Background: an optimization exercise with open tools, aiming at small area, a short achievable clock period and few clock cycles. Do not read the settings as production practice.
RTL that was checked went through simulation tests only; none was proved equivalent to the original.
The clock port is modelled as an ideal driver, which makes a skipped or thinned clock tree look cheaper than it is; a real chip needs a root buffer or a tree.
Power is estimated from default activity; no workload was simulated.

the previous run:
// day3_part2_top
module day3_part2_top( clk, rst, rom_addr, rom_data, sum, done );
Size: roughly 680 cells after synthesis, ~57 I/O pins, about 6400 sq um of cells after synthesis.
==> module day3_part2_top, before the edit <==
module day3_part2_top( clk, rst, rom_addr, rom_data, sum, done );
    input clk;
    input rst;
    output [13:0] rom_addr;
    input [7:0] rom_data;
    output [31:0] sum;
    output done;
    reg        rst_q;       
    reg [13:0] addr;
    reg [5:0]  d;           
    reg        pz;          
    reg        l1, l2, l3;  
    reg [52:1] seen1;
    reg [52:1] seen2;
    reg        keep1a;      
    reg        keep1b;      
    reg        keep2a;      
    reg        keep2b;      
    reg [5:0]  badge;
    reg        add;         
    reg        add2;        
    reg        c3;
    reg [5:0]  sum_lo;
    reg        carry;
    reg [11:0] sum_hi;
    reg        fin;         
    reg        fin2;
    reg        int_done;
    wire [7:0] hi = 8'd1 << d[5:3];   
    wire [7:0] lo = 8'd1 << d[2:0];   
    wire zero = (d == 6'd0);
    wire eol = zero & ~pz;                        
    wire last = eol & l3;                         
    wire [52:1] keep1 = {{26{keep1b}}, {26{keep1a}}};
    wire [52:1] keep2 = {{26{keep2b}}, {26{keep2a}}};
    reg [52:1] hit;
    integer i;
    always @(*)
        for (i = 1; i <= 52; i = i + 1)
            hit[i] = hi[i / 8] & lo[i % 8];
    reg [5:0] enc;
    always @(*) begin
        enc = 6'd0;
        for (i = 1; i <= 52; i = i + 1)
            if (seen1[i]) enc = enc | i[5:0];
    end
    assign rom_addr = addr;
    assign sum = {14'd0, sum_hi, sum_lo};
    assign done = int_done;
    always @(posedge clk) begin
        rst_q <= rst;
        addr <= rst_q ? 14'd0 : addr + 14'd1;
        d <= rom_data[5:0];
        pz <= zero;
        l1 <= ~rst_q & ((~l1 & ~l2 & ~l3) | (l1 & ~eol) | last);
        l2 <= ~rst_q & ((l2 & ~eol) | (l1 & eol));
        l3 <= ~rst_q & ((l3 & ~eol) | (l2 & eol));
        keep1a <= ~rst_q & ~(eol & (l2 | l3));
        keep1b <= ~rst_q & ~(eol & l2) & ~last;
        keep2a <= ~rst_q & ~last;
        keep2b <= ~rst_q & ~(eol & (l1 | l3));
        seen1 <= (seen1 & keep1) | (hit & ({52{l1}} | ({52{l3}} & seen2)));
        seen2 <= (seen2 & keep2) | (hit & {52{l2}} & seen1);
        badge <= enc;
        add <= ~rst_q & last & ~int_done;
        add2 <= ~rst_q & add;
        if (rst_q) begin
            sum_lo <= 6'd0;
            c3 <= 1'b0;
            carry <= 1'b0;
            sum_hi <= 12'd0;
        end else begin
            if (add)
                {c3, sum_lo[2:0]} <= {1'b0, sum_lo[2:0]} + {1'b0, badge[2:0]};
            if (add2)
                {carry, sum_lo[5:3]} <= {1'b0, sum_lo[5:3]} + {1'b0, badge[5:3]} + {3'd0, c3};
            else
                carry <= 1'b0;
            sum_hi <= sum_hi + {11'd0, carry};
        end
        fin <= ~rst_q & zero & pz & l1;
        fin2 <= ~rst_q & fin;
        int_done <= ~rst & ~rst_q & (int_done | fin2);
    end
endmodule
Settings: LEC_CHECK=0, ABC_CLOCK_PERIOD_IN_PS=1500, CAP_MARGIN=20, CORE_MARGIN=2, CORE_UTILIZATION=40, SETUP_SLACK_MARGIN=2.5, SLEW_MARGIN=20; clock period 4.0 ns.
standard.sh (not shown) runs the stock make flow with config.mk's settings and CLKGATE_MAP_FILE= SYNTH_SCRIPT=/design/flow/synth_recipe.tcl, a recipe that flattens the netlist after the stock synthesis.
==> flow/flow/run.sh <==
#!/bin/bash
# The standard layout (standard.sh), except:
# - the clock tree is built by flow/mycts.tcl, run as ORFS's PRE_CTS_TCL hook,
#   which then skips clock_tree_synthesis: the clock port drives 4 root
#   inverters, each driving 2 leaf inverters, each driving an equal-count grid
#   cluster of flip-flops (two inversions: the flip-flops see the port clock);
# - the port buffers are buf_2 cells instead of delay cells;
# - setup repair does not insert buffers (unbuffer, sizeup, swap only).
# All tool output goes to standard.log and ORFS's own logs under orfs/logs.
set -euo pipefail
export PRE_CTS_TCL=$PWD/flow/mycts.tcl
export MYCTS_COLS=4
export MYCTS_ROWS=2
export MYCTS_ROOT=sky130_fd_sc_hd__inv_12
export MYCTS_LEAF=sky130_fd_sc_hd__inv_16
export MYCTS_OUTBUF=sky130_fd_sc_hd__buf_2
export MYCTS_INBUF=sky130_fd_sc_hd__buf_2
export MYCTS_OUTFF=sky130_fd_sc_hd__dfxtp_2
export SETUP_MOVE_SEQUENCE=unbuffer,sizeup,swap
# slow wide OR gates are left out of synthesis and repair; adders are plain
# gates for abc rather than full-adder cells
export DONT_USE_CELLS="sky130_fd_sc_hd__or4* sky130_fd_sc_hd__or3*"
export ADDER_MAP_FILE=
bash standard.sh > standard.log 2>&1
Other scripts of this flow, unchanged in this note and not shown: flow/flow/mycts.tcl
In summary, the previous run completed successfully, with a layout that passed the timing, DRC and antenna checks.
What the current run does differently from the previous run at the input level:
==> flow/design.v, changed modules only <==
module day3_part2_top( clk, rst, rom_addr, rom_data, sum, done );
    input clk;
    input rst;
    output [13:0] rom_addr;
    input [7:0] rom_data;
    output [31:0] sum;
    output done;
    reg        rst_q;       
    reg [13:0] addr;
    reg [6:0]  hi;          
    reg [7:0]  lo;          
    reg        pz;          
    reg        l1, l2, l3;  
    reg [52:1] seen1;
    reg [52:1] seen2;
    reg        keep1a;      
    reg        keep1b;      
    reg        keep2a;      
    reg        keep2b;      
    reg [5:0]  badge;
    reg        add;         
    reg        add2;        
    reg        c3;
    reg [5:0]  sum_lo;
    reg        carry;
    reg [11:0] sum_hi;
    reg        fin;         
    reg        fin2;
    reg        int_done;
    wire zero = hi[0] & lo[0];
    wire eol = zero & ~pz;                        
    wire last = eol & l3;                         
    wire [52:1] keep1 = {{26{keep1b}}, {26{keep1a}}};
    wire [52:1] keep2 = {{26{keep2b}}, {26{keep2a}}};
    reg [52:1] hit;
    integer i;
    always @(*)
        for (i = 1; i <= 52; i = i + 1)
            hit[i] = hi[i / 8] & lo[i % 8];
    reg [5:0] enc;
    always @(*) begin
        enc = 6'd0;
        for (i = 1; i <= 52; i = i + 1)
            if (seen1[i]) enc = enc | i[5:0];
    end
    assign rom_addr = addr;
    assign sum = {14'd0, sum_hi, sum_lo};
    assign done = int_done;
    always @(posedge clk) begin
        rst_q <= rst;
        addr <= rst_q ? 14'd0 : addr + 14'd1;
        for (i = 0; i < 7; i = i + 1)
            hi[i] <= (rom_data[5:3] == i);
        for (i = 0; i < 8; i = i + 1)
            lo[i] <= (rom_data[2:0] == i);
        pz <= zero;
        l1 <= ~rst_q & ((~l1 & ~l2 & ~l3) | (l1 & ~eol) | last);
        l2 <= ~rst_q & ((l2 & ~eol) | (l1 & eol));
        l3 <= ~rst_q & ((l3 & ~eol) | (l2 & eol));
        keep1a <= ~rst_q & ~(eol & (l2 | l3));
        keep1b <= ~rst_q & ~(eol & l2) & ~last;
        keep2a <= ~rst_q & ~last;
        keep2b <= ~rst_q & ~(eol & (l1 | l3));
        seen1 <= (seen1 & keep1) | (hit & ({52{l1}} | ({52{l3}} & seen2)));
        seen2 <= (seen2 & keep2) | (hit & {52{l2}} & seen1);
        badge <= enc;
        add <= ~rst_q & last & ~int_done;
        add2 <= ~rst_q & add;
        if (rst_q) begin
            sum_lo <= 6'd0;
            c3 <= 1'b0;
            carry <= 1'b0;
            sum_hi <= 12'd0;
        end else begin
            if (add)
                {c3, sum_lo[2:0]} <= {1'b0, sum_lo[2:0]} + {1'b0, badge[2:0]};
            if (add2)
                {carry, sum_lo[5:3]} <= {1'b0, sum_lo[5:3]} + {1'b0, badge[5:3]} + {3'd0, c3};
            else
                carry <= 1'b0;
            sum_hi <= sum_hi + {11'd0, carry};
        end
        fin <= ~rst_q & zero & pz & l1;
        fin2 <= ~rst_q & fin;
        int_done <= ~rst & ~rst_q & (int_done | fin2);
    end
endmodule
Notes after the runs:
[the current run] post-synthesis instance total fell 11 relative to the previous run
According to the power report, total power for the current run is higher than for the previous run.
Overall die area | the current run below the previous run
Comparing the previous run and the current run, endpoint arrival time on the critical path is higher on the previous run.
Netlist area before placement was lower in the run labelled the current run.
The core of the current run is less densely filled than that of the previous run.
Share of the clock period used by the worst path after layout: the current run vs the previous run down 4.4 points
Across both runs, multi-input logic cell count was lower for the current run than for the previous run.
Testbench counts of the current run, summed over its fixed seeds: cycles 164,595.
Only the layout flow was run in the previous run; the RTL was not checked for function there. In every run of this note, the design's own scripts or RTL, not TritonCTS, make the clock network.

re-timing with driven ports:
Ports are ideal in the flow. The routed layouts listed here were re-timed in OpenROAD.
Step 1: set_driving_cell puts a clkbuf_16 on clk and a buf_2 on each other input, an assumption about the parent block.
Step 2 adds t to the input delays and takes it off the output delays; t is the mean of the earliest and latest rising clock arrival at the registers after step 1. Input paths then give back, and output paths get back, about the clock's delay inside the block.
Slacks: ideal / step 1 / step 2; pairs: ideal / step 1.
run | shift t [ns] | setup WS [ns] | hold WS [ns] | clock arrival spread, ns
the previous run | 0.267 | 2.353 / 2.352 / 2.352 | 0.441 / 0.441 / 0.441 | 0.014 / 0.014
the current run | 0.269 | 2.530 / 2.382 / 2.529 | 0.435 / 0.436 / 0.436 | 0.013 / 0.015
After both steps setup and hold are still met in every run listed.
